What follows belongs to an exercise in optimizing a design on an open flow for small area; a production flow would make more cautious choices.
Only simulation tests tie the RTL to the original design; equivalence was not proved.
Power is estimated from default activity; no workload was simulated.

==> flow/design.v <==
module ITVM(clk,rst,vehicleType,destination,seatType,numSeat,confirm,paymentMethod,mobileBank,tk50,tk100,tk500,tk1000,cashin,ticket,totalFare, returnMoney);
input clk, rst;
input [1:0]vehicleType;  
input destination; 
input [1:0]seatType;  
input [11:0]numSeat;
input confirm;
input paymentMethod; 
input mobileBank;  
input tk50;
input tk100;
input tk500;
input tk1000;
output [13:0]cashin;
output ticket;
output [13:0]returnMoney;
output [13:0] totalFare;
reg [12:0] cash;
reg [2:0] pend;
localparam P_NONE = 3'd0, P_50 = 3'd1, P_100 = 3'd2, P_500 = 3'd3, P_1000 = 3'd4, P_ZERO = 3'd5;
reg [11:0] fare;
reg [12:0] ret;
reg [3:0] state;
localparam
Start = 4'd0,
chooseVehicle = 4'd1,
chooseDestination = 4'd2,
calculation = 4'd3,
confirmation = 4'd4,
choosePayment = 4'd5,
mobilebaking = 4'd6,
cashcount = 4'd7,
ticketOut = 4'd8,
returnticket = 4'd9,
ticketStart = 4'd10;  
assign cashin = {cash, 1'b0};
assign totalFare = {fare, 2'b00};
assign returnMoney = {ret, 1'b0};
assign ticket = (state == ticketStart);
function [12:0] rca;
  input [12:0] a, b;
  input ci;
  integer i;
  reg c;
  begin
    c = ci;
    for (i = 0; i < 13; i = i + 1) begin
      rca[i] = a[i] ^ b[i] ^ c;
      c = (a[i] & b[i]) | (c & (a[i] ^ b[i]));
    end
  end
endfunction
reg [8:0] addv;
always @(*) begin
  case (pend)
    P_50: addv = 9'd25;
    P_100: addv = 9'd50;
    P_500: addv = 9'd250;
    P_1000: addv = 9'd500;
    default: addv = 9'd0;
  endcase
end
wire [12:0] ncSum = rca(cash, {4'd0, addv}, 1'b0);
wire [12:0] noteCounter = (pend == P_ZERO) ? 13'd0 : ncSum;
always @(posedge clk) begin
  cash <= noteCounter;
  if (rst) pend <= P_ZERO;
  else if (tk50) pend <= P_50;
  else if (tk100) pend <= P_100;
  else if (tk500) pend <= P_500;
  else if (tk1000) pend <= P_1000;
  else pend <= P_NONE;
end
reg valid, a2, a4, a8, b1, b2, bn;
always @(*) begin
  valid = 1'b1;
  {a2, a4, a8, b1, b2, bn} = 6'b000000;
  case ({vehicleType, destination, seatType})
    5'b00_0_00: {a4, b2} = 2'b11;           
    5'b00_0_01: a4 = 1'b1;                  
    5'b00_1_00: {a8, b2} = 2'b11;           
    5'b00_1_01: {a4, b1} = 2'b11;           
    5'b01_0_00: a4 = 1'b1;                  
    5'b01_0_01: {a2, b1} = 2'b11;           
    5'b01_1_00: {a4, b1} = 2'b11;           
    5'b01_1_01: {a2, b1} = 2'b11;           
    5'b10_0_00: a4 = 1'b1;                  
    5'b10_0_01: a2 = 1'b1;                  
    5'b10_1_00: {a8, bn} = 2'b11;           
    5'b10_1_01: {a4, b1} = 2'b11;           
    5'b11_0_10: a8 = 1'b1;                  
    5'b11_0_11: a4 = 1'b1;                  
    5'b11_1_10: {a8, b2} = 2'b11;           
    5'b11_1_11: {a4, b2} = 2'b11;           
    default: valid = 1'b0;
  endcase
  if (rst) {a2, a4, a8, b1, b2, bn} = 6'b000000;
end
wire aero = (vehicleType == 2'b11);
wire [11:0] x = numSeat;
wire [11:0] xp = {rca({3'd0, x[11:2]}, {3'd0, x[9:0] & {10{aero}}}, 1'b0), x[1:0]};
wire [11:0] opA = ({12{a2}} & {xp[10:0], 1'b0}) | ({12{a4}} & {xp[9:0], 2'b0}) | ({12{a8}} & {xp[8:0], 3'b0});
wire [11:0] opB = ({12{b1}} & xp) | ({12{b2}} & {xp[10:0], 1'b0}) | ({12{bn}} & ~xp);
wire [11:0] z = rca({1'b0, opA}, {1'b0, opB}, bn);
wire [11:0] t1 = {z[8:0], 3'b0};
wire [11:0] t2 = {z[7:0], 4'b0};
wire [11:0] cs = z ^ t1 ^ t2;
wire [11:0] cc = ((z & t1) | (z & t2) | (t1 & t2));
wire [11:0] prod = rca({1'b0, cs}, {1'b0, cc[10:0], 1'b0}, 1'b0);
wire [12:0] dsum = rca({1'b0, cash[12:1]}, {1'b0, ~fare}, 1'b1);
wire [11:0] diff = dsum[11:0];
wire nb = dsum[12];             
wire same = (diff == 12'd0);    
wire eq = same & !cash[0];
wire gt = nb & !eq;
always @(posedge clk) begin
  if (rst || (state == calculation && valid)) fare <= prod;
  if (rst) begin
    state <= Start;
    ret <= 13'd0;
  end else begin
    ret <= 13'd0;
    case (state)
      Start, ticketStart: state <= chooseVehicle;
      chooseVehicle: state <= chooseDestination;
      chooseDestination: state <= calculation;
      calculation: if (valid) state <= confirmation;
      confirmation: state <= confirm ? choosePayment : Start;
      choosePayment: state <= paymentMethod ? mobilebaking : cashcount;
      mobilebaking: state <= mobileBank ? ticketOut : Start;
      cashcount: state <= gt ? returnticket : (eq ? ticketOut : cashcount);
      ticketOut: state <= ticketStart;
      returnticket: begin
        state <= ticketStart;
        ret <= {diff, cash[0]};
      end
      default: state <= Start;
    endcase
  end
end
endmodule
Settings: LEC_CHECK=0, CAP_MARGIN=20, CORE_MARGIN=2, CORE_UTILIZATION=40, SLEW_MARGIN=20; clock period 10.0 ns.
standard.sh (not shown) runs the stock make flow with config.mk's settings and CLKGATE_MAP_FILE= SYNTH_SCRIPT=/design/flow/synth_recipe.tcl, a recipe that flattens the netlist after the stock synthesis.
==> flow/flow/run.sh <==
#!/bin/bash
# The standard layout (standard.sh), with two changes:
#  - synthesis maps logic with an area-oriented ABC script (flow/mysynth.tcl);
#  - port buffers are buf_1 cells instead of the default choice.
set -euo pipefail
here=$(pwd)
bash standard.sh SYNTH_SCRIPT="$here/flow/mysynth.tcl" \
  BUFFER_PORTS_ARGS="-buffer_cell sky130_fd_sc_hd__buf_1" finish > standard.log 2>&1
==> flow/flow/abc_area.script <==
strash
dch
amap
==> flow/flow/mysynth.tcl <==
# The standard flow's synthesis script (synth_recipe.tcl), with ABC run on an area-oriented
# script (abc_area.script beside this file) instead of ORFS's speed script.
set my_abc_script [file join [file dirname [file normalize [info script]]] abc_area.script]
proc synth {args} { yosys synth -nofsm -noshare {*}$args }
proc abc {args} {
  set i [lsearch $args -script]
  if {$i >= 0} { lset args [expr {$i + 1}] $::my_abc_script }
  yosys abc {*}$args
}
source $::env(SCRIPTS_DIR)/synth.tcl
# left out here: clear keep_hierarchy, flatten, clean up, hide names made inside functions, write 1_2_yosys.v
==> next run, changes <==
--- a/flow/design.v
+++ b/flow/design.v
@@ -72,34 +72,36 @@
   else pend <= P_NONE;
 end
-reg valid, a2, a4, a8, b1, b2, bn;
+reg valid, a4, a8, b1, b2, bn;
 always @(*) begin
   valid = 1'b1;
-  {a2, a4, a8, b1, b2, bn} = 6'b000000;
+  {a8, b1, b2, bn} = 4'b0000;
+  a4 = 1'b0;
   case ({vehicleType, destination, seatType})
-    5'b00_0_00: {a4, b2} = 2'b11;           
-    5'b00_0_01: a4 = 1'b1;                  
+    5'b00_0_00: {b2} = 1'b1;                
+    5'b00_0_01: ;                           
     5'b00_1_00: {a8, b2} = 2'b11;           
-    5'b00_1_01: {a4, b1} = 2'b11;           
-    5'b01_0_00: a4 = 1'b1;                  
-    5'b01_0_01: {a2, b1} = 2'b11;           
-    5'b01_1_00: {a4, b1} = 2'b11;           
-    5'b01_1_01: {a2, b1} = 2'b11;           
-    5'b10_0_00: a4 = 1'b1;                  
-    5'b10_0_01: a2 = 1'b1;                  
-    5'b10_1_00: {a8, bn} = 2'b11;           
-    5'b10_1_01: {a4, b1} = 2'b11;           
+    5'b00_1_01: {b1} = 1'b1;                
+    5'b01_0_00: ;                           
+    5'b01_0_01: {b1, bn} = 2'b11;           
+    5'b01_1_00: {b1} = 1'b1;                
+    5'b01_1_01: {b1, bn} = 2'b11;           
+    5'b10_0_00: ;                           
+    5'b10_0_01: {b2, bn} = 2'b11;           
+    5'b10_1_00: {a8, b1, bn} = 3'b111;      
+    5'b10_1_01: {b1} = 1'b1;                
     5'b11_0_10: a8 = 1'b1;                  
-    5'b11_0_11: a4 = 1'b1;                  
+    5'b11_0_11: ;                           
     5'b11_1_10: {a8, b2} = 2'b11;           
-    5'b11_1_11: {a4, b2} = 2'b11;           
+    5'b11_1_11: {b2} = 1'b1;                
     default: valid = 1'b0;
   endcase
-  if (rst) {a2, a4, a8, b1, b2, bn} = 6'b000000;
+  a4 = !a8;
+  if (rst) {a4, a8, b1, b2, bn} = 5'b00000;
 end
 wire aero = (vehicleType == 2'b11);
 wire [11:0] x = numSeat;
 wire [11:0] xp = {rca({3'd0, x[11:2]}, {3'd0, x[9:0] & {10{aero}}}, 1'b0), x[1:0]};
-wire [11:0] opA = ({12{a2}} & {xp[10:0], 1'b0}) | ({12{a4}} & {xp[9:0], 2'b0}) | ({12{a8}} & {xp[8:0], 3'b0});
-wire [11:0] opB = ({12{b1}} & xp) | ({12{b2}} & {xp[10:0], 1'b0}) | ({12{bn}} & ~xp);
+wire [11:0] opA = ({12{a4}} & {xp[9:0], 2'b0}) | ({12{a8}} & {xp[8:0], 3'b0});
+wire [11:0] opB = (({12{b1}} & xp) | ({12{b2}} & {xp[10:0], 1'b0})) ^ {12{bn}};
 wire [11:0] z = rca({1'b0, opA}, {1'b0, opB}, bn);
 wire [11:0] t1 = {z[8:0], 3'b0};
Result: Die area fell by 2.2%; final cell count shrinks by 3.4%; worst setup slack improves by 540 ps; via count drops by 4.3%; wire length drops by 5.1%; cell area came out lower by about 2%; power grows by about 15%; hold slack degrades by 9.0 ps; area after synthesis came out lower by 2.3%; first-iteration DRC count went up by 45%; global-route usage shrinks by 0.49 points.

## port drivers added, routing unchanged
Ports are ideal in the flow. The routed layouts listed here were re-timed in OpenROAD.
Step 1, drivers: a clkbuf_16 drives clk and a buf_2 each remaining input, both assumed.
Step 2 adds t to the input delays and takes it off the output delays; t is the mean of the earliest and latest rising clock arrival at the registers after step 1. Input paths then give back, and output paths get back, about the clock's delay inside the block.
a / b / c = no drivers / after step 1 / after step 2; a / b = the first two.
| run | shift t [ns] | setup slack, ns | worst hold slack (ns) | worst slew at a driven data input, ns | pins driven straight from the clock port |
|---|---|---|---|---|---|
| the first run | 0.320 | 0.916 / 0.919 / 0.600 | 0.536 / 0.536 / 0.536 | 0.03 | 1 |
| the second run | 0.316 | 1.454 / 1.462 / 1.147 | 0.527 / 0.527 / 0.527 | 0.04 | 1 |
After both steps setup and hold are still met in every run listed. For the first run, which loses most, drivers alone change the setup slack by +0.003 ns; drivers and shift together by -0.316 ns.
